This is an optimization exercise on Yosys and OpenROAD, whose aim is small area and a short achievable clock period, not a production implementation.
The RTL was checked by simulation tests, not by an equivalence proof against the original design.
Power is estimated from default activity; no workload was simulated.

==> flow/design.v (excerpt) <==
module systolic_2x2 #(parameter DATA_TYPE = 3'b011) (
    input clk,
    input rst,
    input load_in,
    input [31:0] row_in_row0, row_in_row1,
    input [31:0] col_in_col0, col_in_col1,
    output [63:0] result_row00, result_row01, result_row10, result_row11,
    output carry_00, carry_01, carry_10, carry_11,
    output reg done,
    output reg valid_op
);
Size in the first run: about 22,000 cells after synthesis, ~390 I/O pins.
export LEC_CHECK = 0
export CAP_MARGIN = 50
export CELL_PAD_IN_SITES_DETAIL_PLACEMENT = 1
export CORE_MARGIN = 2
export CORE_UTILIZATION = 35
export CTS_CLUSTER_DIAMETER = 70
export CTS_CLUSTER_SIZE = 24
export PLACE_DENSITY = 0.5
export SETUP_SLACK_MARGIN = 2.2
export SLEW_MARGIN = 80
create_clock -name core_clock -period 5.0 [get_ports {clk}]
standard.sh (not shown) runs the stock make flow with config.mk's settings and CLKGATE_MAP_FILE= SYNTH_SCRIPT=/design/flow/synth_recipe.tcl, a recipe that flattens the netlist after the stock synthesis.
==> flow/flow/run.sh <==
#!/bin/bash
# Own layout flow: the standard flow, except that synthesis keeps the prefix
# adder modules (pfx_add*) apart until the end and maps them with a
# delay-oriented ABC script. Everything else, including every register, is the
# standard synthesis; the design is flattened before it is written out.
set -euo pipefail
W=$(pwd)
F=$W/flow
KEEP="pfx_add32x pfx_add64pg pfx_add65"
# same make call as standard.sh, with our synthesis script in place of synth_recipe.tcl
sed -e "s#SYNTH_SCRIPT=[^ ]*synth_recipe.tcl#SYNTH_SCRIPT=$W/my_synth.tcl#" \
    -e "s#CLKGATE_MAP_FILE= #CLKGATE_MAP_FILE= 'SYNTH_KEEP_MODULES=$KEEP' #" standard.sh > my_standard.sh
grep -q "SYNTH_SCRIPT=$W/my_synth.tcl" my_standard.sh
grep -q "SYNTH_KEEP_MODULES=" my_standard.sh
sed "s#@FLOW_SYNTH@#$W/synth_recipe.tcl#" $F/my_synth.tcl.in > $W/my_synth.tcl
export MY_ABC_SCRIPT=$F/adder.abc
export MY_ABC_MODS="pfx_add*"
bash my_standard.sh synth > $W/synth.log 2>&1
bash standard.sh finish > $W/layout.log 2>&1
test -f out/final.def
==> flow/flow/adder.abc <==
strash
dch
map -D 1600
buffer -c
topo
upsize -c
dnsize -c
==> flow/flow/my_synth.tcl.in <==
# synth_recipe.tcl, with ABC run first on the adder modules with another script
proc abc {args} {
  set i [lsearch -exact $args -script]
  set fast $args
  lset fast [expr {$i + 1}] $::env(MY_ABC_SCRIPT)
  puts "own flow: abc with $::env(MY_ABC_SCRIPT) on $::env(MY_ABC_MODS)"
  yosys abc {*}$fast {*}$::env(MY_ABC_MODS)
  yosys abc {*}$args
}
source @FLOW_SYNTH@
Edit:
--- a/flow/config.mk
+++ b/flow/config.mk
@@ -8 +8 @@
-export CAP_MARGIN = 50
+export CAP_MARGIN = 20
@@ -15,2 +15,2 @@
-export SETUP_SLACK_MARGIN = 2.2
-export SLEW_MARGIN = 80
+export SETUP_SLACK_MARGIN = 2.45
+export SLEW_MARGIN = 20
After rerunning:
- clock-buffer cell count goes down by 12
- worst setup slack is better by 43 ps
- critical path depth goes up by 1
Edit:
--- a/flow/config.mk
+++ b/flow/config.mk
@@ -15,2 +15,3 @@
-export SETUP_SLACK_MARGIN = 2.45
-export SLEW_MARGIN = 20
+export SETUP_SLACK_MARGIN = 2.2
+export SLEW_MARGIN = 60
+export TNS_END_PERCENT = 20
- clock power came out lower by about 1%
- cell area came out lower by 3.8%
- wire length came out lower by 6.2%
- power came out lower by 1.4%
- core utilization came out lower by 1.5 points
- clock skew hardly moves
Edit:
--- a/flow/config.mk
+++ b/flow/config.mk
@@ -16,2 +16 @@
-export SLEW_MARGIN = 60
-export TNS_END_PERCENT = 20
+export SLEW_MARGIN = 20
Die area is unchanged.
Routed wire length is about the same.
Setup slack is worse by 28 ps.
Hold slack is better by 11 ps.
Core utilization fell by 0.11 points.
Sequential cell count does not change.
Power stays flat.
Cell area is about the same.
Via count stays flat.
Edit:
--- a/flow/config.mk
+++ b/flow/config.mk
@@ -16 +16 @@
-export SLEW_MARGIN = 20
+export SLEW_MARGIN = 60
=>
- routed wire length hardly moves
- hold slack is worse by 13 ps
- synthesized cell count does not change
- area after synthesis stays the same
- global-route usage is about the same
- clock power decreases by about 1%
- die area does not change

========
Setup of build 44:
Another version of the RTL of systolic_2x2 (not shown whole).
For scale: ~23000 cells after synthesis, ~6600 flip-flops, roughly 390 I/O pins.
Settings: LEC_CHECK=0, CAP_MARGIN=20, CELL_PAD_IN_SITES_DETAIL_PLACEMENT=1, CORE_MARGIN=2, CORE_UTILIZATION=45, CTS_CLUSTER_DIAMETER=80, CTS_CLUSTER_SIZE=28, PLACE_DENSITY=0.55, SETUP_SLACK_MARGIN=2.4, SLEW_MARGIN=45; clock period 5.0 ns.
==> flow/flow/run.sh <==
#!/bin/bash
# Own layout flow: the standard flow, except in synthesis:
#  - the prefix adder modules (pfx_*) and the tree's full/half adder modules
#    (fa3, ha2) are kept apart until the design is flattened at the end;
#  - ABC maps the accumulator adder, the other prefix adders and the rest of the
#    design with the scripts named in MY_ABC_PLAN / MY_ABC_MAIN below.
#  - clock tree synthesis adds no dummy loads (CTS_ARGS below).
# Every register, and everything else, is the standard flow's.
set -euo pipefail
W=$(pwd)
F=$W/flow
KEEP="pfx_car33 pfx_add64pg pfx_sum65 fa3 ha2"
# CTS as the standard flow runs it (same clustering as config.mk), without the
# dummy loads it adds at the tree's leaves
CTS="-sink_clustering_enable -repair_clock_nets -sink_clustering_size 28 -sink_clustering_max_diameter 80 -dont_use_dummy_load"
# same make call as standard.sh, with our synthesis script in place of synth_recipe.tcl
sed -e "s#SYNTH_SCRIPT=[^ ]*synth_recipe.tcl#SYNTH_SCRIPT=$W/my_synth.tcl#" \
    -e "s#CLKGATE_MAP_FILE= #CLKGATE_MAP_FILE= 'SYNTH_KEEP_MODULES=$KEEP' 'CTS_ARGS=$CTS' #" standard.sh > my_standard.sh
grep -q "SYNTH_SCRIPT=$W/my_synth.tcl" my_standard.sh
grep -q "SYNTH_KEEP_MODULES=" my_standard.sh
grep -q "CTS_ARGS=" my_standard.sh
sed "s#@FLOW_SYNTH@#$W/synth_recipe.tcl#" $F/my_synth.tcl.in > $W/my_synth.tcl
export MY_FLOW=$F
export MY_ABC_PLAN="adder_fast.abc pfx_sum65 adder_fast.abc pfx_car33 adder.abc pfx_add64pg"
export MY_ABC_MAIN=main.abc
bash my_standard.sh synth > $W/synth.log 2>&1
bash my_standard.sh finish > $W/layout.log 2>&1
test -f out/final.def
==> flow/flow/adder_fast.abc <==
strash
dch
map
buffer -c
topo
upsize -c
dnsize -c
==> flow/flow/main.abc <==
strash
dch
map -D 2000
buffer -c
topo
upsize -c
dnsize -c
==> flow/flow/my_synth.tcl.in <==
# synth_recipe.tcl, with other ABC scripts: the prefix adders first (the
# accumulator's with its own script), then the rest of the design
proc abc {args} {
  set i [lsearch -exact $args -script]
  foreach {script mods} $::env(MY_ABC_PLAN) {
    set a $args
    lset a [expr {$i + 1}] $::env(MY_FLOW)/$script
    puts "own flow: abc with $script on $mods"
    yosys abc {*}$a {*}$mods
  }
  set a $args
  lset a [expr {$i + 1}] $::env(MY_FLOW)/$::env(MY_ABC_MAIN)
  puts "own flow: abc with $::env(MY_ABC_MAIN) on the rest"
  yosys abc {*}$a
}
source @FLOW_SYNTH@
Scripts as last shown in full above: flow/flow/adder.abc
Input-level comparison between build 92 and build 44:
- PLACE_DENSITY changed from 0.55 to 0.5
- CORE_UTILIZATION changed from 45 to 35
- CTS_CLUSTER_SIZE changed from 28 to 24
- CTS_CLUSTER_DIAMETER changed from 80 to 70
- SETUP_SLACK_MARGIN changed from 2.4 to 2.3
- SLEW_MARGIN changed from 45 to 60
-- flow/flow/run.sh --
<<< build 44, line 7
#  - clock tree synthesis adds no dummy loads (CTS_ARGS below).
# Every register, and everything else, is the standard flow's.
>>> build 92, line 7
# Every register, and everything after synthesis, is the standard flow's.
<<< build 44, line 13
# CTS as the standard flow runs it (same clustering as config.mk), without the
# dummy loads it adds at the tree's leaves
CTS="-sink_clustering_enable -repair_clock_nets -sink_clustering_size 28 -sink_clustering_max_diameter 80 -dont_use_dummy_load"
>>> build 92, line 12
<<< build 44, line 18
    -e "s#CLKGATE_MAP_FILE= #CLKGATE_MAP_FILE= 'SYNTH_KEEP_MODULES=$KEEP' 'CTS_ARGS=$CTS' #" standard.sh > my_standard.sh
>>> build 92, line 14
    -e "s#CLKGATE_MAP_FILE= #CLKGATE_MAP_FILE= 'SYNTH_KEEP_MODULES=$KEEP' #" standard.sh > my_standard.sh
<<< build 44, line 21
grep -q "CTS_ARGS=" my_standard.sh
>>> build 92, line 17
<<< build 44, line 27
bash my_standard.sh finish > $W/layout.log 2>&1
>>> build 92, line 22
bash standard.sh finish > $W/layout.log 2>&1
==> summary.txt <==
Build 92 ended up with pe10.mul.r2_fs283$_DFF_P_ as its capturing instance or port of the critical path; build 44 ended up with pe00.mul.p[42]$_DFF_P_.
First-pass GRT wire length ended up 2.7% higher on build 92 than on build 44.
Summary of build 92 over build 44: power after layout +about 9%, standard-cell row count moved up, worst supply voltage drop on vdd picked up an extra 0.40%, sequential share of layout area dropped 1.5 points, total placed instance area +3400 µm².
Looking at cell leakage power across build 92 and build 44, the one that comes out higher is build 92.
STATUS clock distribution power: build 92 loses against build 44
Edits applied to the flow inputs when going from build 92 to build 54:
- CTS_CLUSTER_DIAMETER changed from 70 to 80
- CTS_CLUSTER_SIZE changed from 24 to 28
-- flow/flow/run.sh --
<<< build 92, line 7
# Every register, and everything after synthesis, is the standard flow's.
>>> build 54, line 7
#  - clock tree synthesis adds no dummy loads (CTS_ARGS below).
# Every register, and everything else, is the standard flow's.
<<< build 92, line 12
>>> build 54, line 13
# CTS as the standard flow runs it (same clustering as config.mk), without the
# dummy loads it adds at the tree's leaves
CTS="-sink_clustering_enable -repair_clock_nets -sink_clustering_size 28 -sink_clustering_max_diameter 80 -dont_use_dummy_load"
<<< build 92, line 14
    -e "s#CLKGATE_MAP_FILE= #CLKGATE_MAP_FILE= 'SYNTH_KEEP_MODULES=$KEEP' #" standard.sh > my_standard.sh
>>> build 54, line 18
    -e "s#CLKGATE_MAP_FILE= #CLKGATE_MAP_FILE= 'SYNTH_KEEP_MODULES=$KEEP' 'CTS_ARGS=$CTS' #" standard.sh > my_standard.sh
<<< build 92, line 17
>>> build 54, line 21
grep -q "CTS_ARGS=" my_standard.sh
<<< build 92, line 22
bash standard.sh finish > $W/layout.log 2>&1
>>> build 54, line 27
bash my_standard.sh finish > $W/layout.log 2>&1
==> comparison <==
- In build 54 the minimum clock period turned out 0.0050 ns lower than in build 92.
- Per the comparison of build 54 with build 92, cell area after synthesis was more or less identical, portion of total power attributed to the clock network fell 5.4 points, number of inserted diodes dropped 3, total internal power moved down, routed wire length shrank by 0.82%.
### build 54 -> build 14
- CTS_CLUSTER_DIAMETER: 80 -> 70
- CTS_CLUSTER_SIZE: 28 -> 24
- SETUP_SLACK_MARGIN: 2.3 -> 2.5
-- flow/flow/run.sh --
<<< build 54, line 15
CTS="-sink_clustering_enable -repair_clock_nets -sink_clustering_size 28 -sink_clustering_max_diameter 80 -dont_use_dummy_load"
>>> build 14, line 15
CTS="-sink_clustering_enable -repair_clock_nets -sink_clustering_size 24 -sink_clustering_max_diameter 70 -dont_use_dummy_load"
Notes after the runs:
- Looking at the reports, build 14 completed the entire flow and the layout it produced met the timing, DRC and antenna checks.
- Compared to build 54, build 14 has length in cells of the worst reg-to-reg path 9 higher.
- [compare] base=build 54 new=build 14: period utilization shrank by 0.81 points; mean number of vias per cell grew by 1.0%; final routed DRC violation total held steady; net switching fraction of the power held steady.
- Build 14 falls short of build 54 in total power.
- The run with more setup slack is build 14; build 54 has less.
- Build 54 → build 14: total non-filler cell area in the finished layout grew by 4.6%; critical path depth went down.
- Worst slew margin relative to its limit in build 14 vs build 54: down 0.47 points

[afterwards: timing with drivers on the ports]
How much do the figures lean on ideal ports? The routed layouts below were timed once more, with nothing changed but the port constraints.
Step 1 assumes that a clkbuf_16 drives the clock port and a buf_2 every other input.
Step 2 moves the port delays by t, midway between the first and last clock arrival at a register: inputs arrive t later, outputs are due t later. That takes back most of the time a late clock gives input paths.
Slacks: ideal / step 1 / step 2; pairs: ideal / step 1.
run | t, ns | setup slack, ns | worst data-port slew with drivers (ns)
the first run of note 1 | 1.173 | 2.183 / 2.095 / 1.908 | 0.22
the second run of note 1 | 1.175 | 2.226 / 2.132 / 1.863 | 0.22
the third run of note 1 | 1.173 | 2.128 / 2.093 / 1.917 | 0.20
the fourth run of note 1 | 1.170 | 2.100 / 2.092 / 1.916 | 0.21
the fifth run of note 1 | 1.171 | 2.254 / 2.133 / 1.907 | 0.23
build 44 | 1.112 | 2.363 / 2.268 / 1.646 | 0.08
build 92 | 1.208 | 2.260 / 2.177 / 1.641 | 0.08
build 54 | 1.126 | 2.265 / 2.235 / 1.613 | 0.08
build 14 | 1.170 | 2.306 / 2.204 / 1.619 | 0.08
After both steps setup and hold are still met in every run listed. The setup slack of build 44, which loses most, moves by -0.095 ns with the drivers and by -0.717 ns with both steps.
